What follows belongs to an exercise in optimizing a design on an open flow for a short achievable clock period and few clock cycles; a production flow would make more cautious choices.
In this exercise RTL edits were held to simulation tests only and were not proved equivalent to the original.
Power figures rest on the tool's default switching activity, not on a simulated workload.

==> inputs of run Z <==
==> flow/design.v (excerpt) <==
module PipelineCPU(
 	input clk, 
 	input rst, 
 	output [31:0] imem_addr, 
 	input [31:0] imem_data, 
 	output [31:0] dmem_addr, 
 	output [31:0] dmem_wdata, 
 	output dmem_we, 
 	output dmem_re, 
 	input [31:0] dmem_rdata, 
 	output wb_en, 
 	output [4:0] wb_rd, 
 	output [31:0] wb_data 
);
reg [31:0] pc;
reg [31:0] d_ins;              
reg        d_stall;            
reg        d_fs, d_ft;         
reg        d_fws, d_fwt;       
reg [31:0] d_rsv, d_rtv;       
reg [31:0] e_as;               
reg [31:0] e_a, e_b, e_sd;     
reg [3:0]  e_l1, e_l2, e_r1, e_r2;  
reg [1:0]  e_l3, e_r3;              
reg [4:0]  e_dest;
reg [31:1] e_we;               
reg        e_wr, e_rd, e_st;   
reg        e_fsd, e_fsm;       
reg        e_add, e_inv, e_xor, e_and, e_slt;
reg [31:0] m_res, m_sd;        
reg [4:0]  m_dest;
reg [31:1] m_we;
reg        m_wr, m_rd, m_st;
reg [31:0] w_data;             
reg [4:0]  w_dest;
reg        w_wr;
reg [31:0] rf [1:31];
wire [31:0] mem_val = m_rd ? dmem_rdata : m_res;
wire [5:0] op = d_ins[31:26];
wire [4:0] rs = d_ins[25:21];
wire [4:0] rt = d_ins[20:16];
wire [4:0] rd = d_ins[15:11];
wire [5:0] fn = d_ins[5:0];
wire is_r   = (op == 6'd20);
  ...
clock: 6.5 ns
lec_check: 0
cap_margin: 20
core_margin: 2
core_utilization: 40
setup_slack_margin: 3.8
slew_margin: 20
tns_end_percent: 100
run.sh (not shown) runs the stock make flow with config.mk's settings and CLKGATE_MAP_FILE= SYNTH_SCRIPT=/design/flow/synth_recipe.tcl, a recipe that flattens the netlist after the stock synthesis.
==> run D: changes against run Z <==
--- a/flow/design.v
+++ b/flow/design.v
@@ -328,21 +328,17 @@
 );
 reg [31:0] pc;
 reg [31:0] d_ins;              
 reg        d_stall;            
 reg        d_fs, d_ft;         
-reg        d_fws, d_fwt;       
-reg [31:0] d_rsv, d_rtv;       
-reg [31:0] e_as;               
 reg [31:0] e_a, e_b, e_sd;     
-reg [3:0]  e_l1, e_l2, e_r1, e_r2;  
-reg [1:0]  e_l3, e_r3;              
+reg [4:0]  e_sh;
 reg [4:0]  e_dest;
 reg [31:1] e_we;               
 reg        e_wr, e_rd, e_st;   
-reg        e_fsd, e_fsm;       
-reg        e_add, e_inv, e_xor, e_and, e_slt;
+reg        e_fsd;              
+reg        e_add, e_sub, e_srl, e_sll, e_xor, e_and, e_slt;
 reg [31:0] m_res, m_sd;        
 reg [4:0]  m_dest;
 reg [31:1] m_we;
 reg        m_wr, m_rd, m_st;
 reg [31:0] w_data;             
@@ -367,12 +363,17 @@
 wire f_xor = is_r & (fn == 6'd25);
 wire f_and = is_r & (fn == 6'd26);
 wire f_slt = is_r & (fn == 6'd27);
 wire [4:0] dest = is_r ? rd : rt;
 wire wr = (is_r | is_ai | is_si | is_lw) & (dest != 5'd0);
-wire [31:0] rs_val = d_fs ? mem_val : d_fws ? w_data : d_rsv;
-wire [31:0] rt_val = d_ft ? mem_val : d_fwt ? w_data : d_rtv;
+reg [31:0] rf_s, rf_t;
+always @(*) begin
+	rf_s = (rs == 5'd0) ? 32'd0 : rf[rs];
+	rf_t = (rt == 5'd0) ? 32'd0 : rf[rt];
+end
+wire [31:0] rs_val = d_fs ? mem_val : rf_s;
+wire [31:0] rt_val = d_ft ? mem_val : rf_t;
 wire [5:0] i_op = imem_data[31:26];
 wire [4:0] i_rs = imem_data[25:21];
 wire [4:0] i_rt = imem_data[20:16];
 wire [5:0] i_fn = imem_data[5:0];
 wire i_r = (i_op == 6'd20);
@@ -381,103 +382,76 @@
 wire stall_next = !d_stall & is_lw & wr & ((i_use_rs & (i_rs == rt)) | (i_use_rt & (i_rt == rt)));
 wire [4:0] n_rs = d_stall ? rs : i_rs;
 wire [4:0] n_rt = d_stall ? rt : i_rt;
 wire fs_next = e_wr & (e_dest == n_rs);
 wire ft_next = e_wr & (e_dest == n_rt);
-wire fws_next = m_wr & (m_dest == n_rs);
-wire fwt_next = m_wr & (m_dest == n_rt);
-reg [31:0] rf_s, rf_t;
-always @(*) begin
-	rf_s = (n_rs == 5'd0) ? 32'd0 : rf[n_rs];
-	rf_t = (n_rt == 5'd0) ? 32'd0 : rf[n_rt];
-end
 wire [31:0] a = e_a;
-wire [31:0] bx = e_b;           
-wire [31:0] b = bx;              
-wire [33:0] t_sum = {1'b0, a, 1'b1} + {1'b0, bx, e_inv};
-wire [31:0] s_sum = t_sum[32:1];
-wire lt = ~t_sum[33];
-wire [31:0] p = a ^ bx;
-wire [31:0] cin = s_sum ^ p;    
-wire [31:0] l1 = ({32{e_l1[0]}} & e_as) | ({32{e_l1[1]}} & (e_as << 1))
-               | ({32{e_l1[2]}} & (e_as << 2)) | ({32{e_l1[3]}} & (e_as << 3));
-wire [31:0] l2 = ({32{e_l2[0]}} & l1) | ({32{e_l2[1]}} & (l1 << 4))
-               | ({32{e_l2[2]}} & (l1 << 8)) | ({32{e_l2[3]}} & (l1 << 12));
-wire [31:0] s_sll = ({32{e_l3[0]}} & l2) | ({32{e_l3[1]}} & (l2 << 16));
-wire [31:0] r1 = ({32{e_r1[0]}} & e_as) | ({32{e_r1[1]}} & (e_as >> 1))
-               | ({32{e_r1[2]}} & (e_as >> 2)) | ({32{e_r1[3]}} & (e_as >> 3));
-wire [31:0] r2 = ({32{e_r2[0]}} & r1) | ({32{e_r2[1]}} & (r1 >> 4))
-               | ({32{e_r2[2]}} & (r1 >> 8)) | ({32{e_r2[3]}} & (r1 >> 12));
-wire [31:0] s_srl = ({32{e_r3[0]}} & r2) | ({32{e_r3[1]}} & (r2 >> 16));
+wire [31:0] b = e_b;
+wire [31:0] s_add = a + b;
+wire [32:0] s_sub = {1'b0, a} - {1'b0, b};
+wire [31:0] s_srl = a >> e_sh;
+wire [31:0] s_sll = a << e_sh;
 wire [31:0] s_xor = a ^ b;
 wire [31:0] s_and = a & b;
-wire [31:0] e_res = s_srl | s_sll | ({32{e_xor}} & s_xor) | ({32{e_and}} & s_and);
-wire [31:0] res0 = e_res | ({32{e_add}} & p);
-wire [31:0] res1 = e_res | ({32{e_add}} & ~p);
-wire [31:0] res = ((~cin & res0) | (cin & res1)) | {31'd0, e_slt & lt};
-wire [31:0] sd = e_fsd ? dmem_rdata : e_fsm ? m_res : e_sd;
+wire [31:0] res = ({32{e_add}} & s_add)
+                | ({32{e_sub}} & s_sub[31:0])
+                | ({32{e_srl}} & s_srl)
+                | ({32{e_sll}} & s_sll)
+                | ({32{e_xor}} & s_xor)
+                | ({32{e_and}} & s_and)
+                | {31'd0, e_slt & s_sub[32]};
+wire [31:0] sd = e_fsd ? dmem_rdata : e_sd;
 wire fa = e_wr & (e_dest == rs);
 wire fb = e_wr & (e_dest == rt) & is_r;
 wire fd = e_wr & (e_dest == rt);
 wire [31:0] b_id = is_r ? rt_val : {16'd0, d_ins[15:0]};
-wire [31:0] ea = ({32{fa}} & e_res) | ({32{~fa}} & rs_val);
-wire [31:0] a0 = ea | ({32{fa & e_add}} & p);
-wire [31:0] a1 = ea | ({32{fa & e_add}} & ~p);
-wire [31:0] a_next = ((~cin & a0) | (cin & a1)) | {31'd0, fa & e_slt & lt};
-wire [31:0] eb = ({32{fb}} & e_res) | ({32{~fb}} & b_id);
-wire inv_id = f_sub | f_slt | is_si;
-wire [31:0] b0 = eb | ({32{fb & e_add}} & p);
-wire [31:0] b1 = eb | ({32{fb & e_add}} & ~p);
-wire [31:0] bx0 = b0 ^ {32{inv_id}};
-wire [31:0] bx1 = b1 ^ {32{inv_id}};
-wire [31:0] bxm = (~cin & bx0) | (cin & bx1);
-wire b_bit0 = ((~cin[0] & b0[0]) | (cin[0] & b1[0]) | (fb & e_slt & lt)) ^ inv_id;
-wire [31:0] b_next = {bxm[31:1], b_bit0};
+wire [31:0] a_next = ({32{fa & e_add}} & s_add)
+                   | ({32{fa & e_sub}} & s_sub[31:0])
+                   | ({32{fa & e_srl}} & s_srl)
+                   | ({32{fa & e_sll}} & s_sll)
+                   | ({32{fa & e_xor}} & s_xor)
+                   | ({32{fa & e_and}} & s_and)
+                   | {31'd0, fa & e_slt & s_sub[32]}
+                   | ({32{~fa}} & rs_val);
+wire [31:0] b_next = ({32{fb & e_add}} & s_add)
+                   | ({32{fb & e_sub}} & s_sub[31:0])
+                   | ({32{fb & e_srl}} & s_srl)
+                   | ({32{fb & e_sll}} & s_sll)
+                   | ({32{fb & e_xor}} & s_xor)
+                   | ({32{fb & e_and}} & s_and)
+                   | {31'd0, fb & e_slt & s_sub[32]}
+                   | ({32{~fb}} & b_id);
+wire [31:0] sd_next = (fd & !e_rd) ? res : rt_val;
 always @(posedge clk) begin
 	if (rst) begin
 		pc <= 32'd0;
 		d_ins <= 32'd0;
 		d_stall <= 1'b0;
 		d_fs <= 1'b0;
 		d_ft <= 1'b0;
-		d_fws <= 1'b0;
-		d_fwt <= 1'b0;
-		d_rsv <= 32'd0;
-		d_rtv <= 32'd0;
 	end else begin
 		if (!d_stall) begin
 			pc <= pc + 32'd4;
 			d_ins <= imem_data;
 		end
 		d_stall <= stall_next;
 		d_fs <= fs_next;
 		d_ft <= ft_next;
-		d_fws <= fws_next;
-		d_fwt <= fwt_next;
-		d_rsv <= rf_s;
-		d_rtv <= rf_t;
 	end
 end
 integer k;
 always @(posedge clk) begin
 	e_a <= a_next;
-	e_as <= {32{f_srl | f_sll}} & a_next;
 	e_b <= b_next;
-	e_sd <= rt_val;
-	for (k = 0; k < 4; k = k + 1) begin
-		e_l1[k] <= f_sll & (d_ins[7:6] == k);
-		e_l2[k] <= f_sll & (d_ins[9:8] == k);
-		e_r1[k] <= f_srl & (d_ins[7:6] == k);
-		e_r2[k] <= f_srl & (d_ins[9:8] == k);
-	end
-	e_l3 <= {f_sll & d_ins[10], f_sll & ~d_ins[10]};
-	e_r3 <= {f_srl & d_ins[10], f_srl & ~d_ins[10]};
+	e_sd <= sd_next;
+	e_sh <= d_ins[10:6];
 	e_dest <= dest;
 	e_fsd <= fd & e_rd;
-	e_fsm <= fd & ~e_rd;
-	e_add <= f_add | f_sub | is_ai | is_si | is_lw | is_sw;
-	e_inv <= f_sub | f_slt | is_si;
+	e_add <= f_add | is_ai | is_lw | is_sw;
+	e_sub <= f_sub | is_si;
+	e_srl <= f_srl;
+	e_sll <= f_sll;
 	e_xor <= f_xor;
 	e_and <= f_and;
 	e_slt <= f_slt;
 	if (rst | d_stall) begin
 		e_wr <= 1'b0;
- CORE_UTILIZATION: 40 -> 35
- SETUP_SLACK_MARGIN: 3.8 -> 4.0
==> summary.txt <==
Final area: run Z is lower than run D (2.9%).
Against run Z, the fmax of run D is lower by 10%.
Between run D and run Z, the lower hold slack is in run D (gap 0.074 ns).
Against run D, the cell count of run Z is lower by about 3.8%.
In run Z the total power is smaller than in run D, by 6.1%.
In run Z the core utilization is higher than in run D, by 4.1 points.
Against run D, the worst setup slack of run Z is better by 0.33 ns.
Between run D and run Z, the lower sequential cell count is in run D (gap 112).
Testbench counts of run Z, summed over its fixed seeds: cycles 6,046.
Testbench counts of run D, summed over its fixed seeds: cycles 6,046.

-- port drivers added, routing unchanged --
How much do the figures lean on ideal ports? The routed layouts below were timed once more, with nothing changed but the port constraints.
Step 1 assumes that a clkbuf_16 drives the clock port and a buf_2 every other input.
Step 2 also shifts input and output timing later by t, the mid clock arrival at the registers, as if the neighbouring blocks saw the same clock.
a / b / c = no drivers / after step 1 / after step 2; a / b = the first two.
run | t (ns) | setup slack, ns | worst setup path after step 2 | pins driven straight from the clock port
run Z | 0.920 | 3.560 / 3.560 / 2.708 | input to register | 1
run D | 0.910 | 3.230 / 3.230 / 2.502 | input to register | 1
After both steps setup and hold are still met in every run listed. For run Z, which loses most, drivers alone change the setup slack by 0.000 ns; drivers and shift together by -0.852 ns.
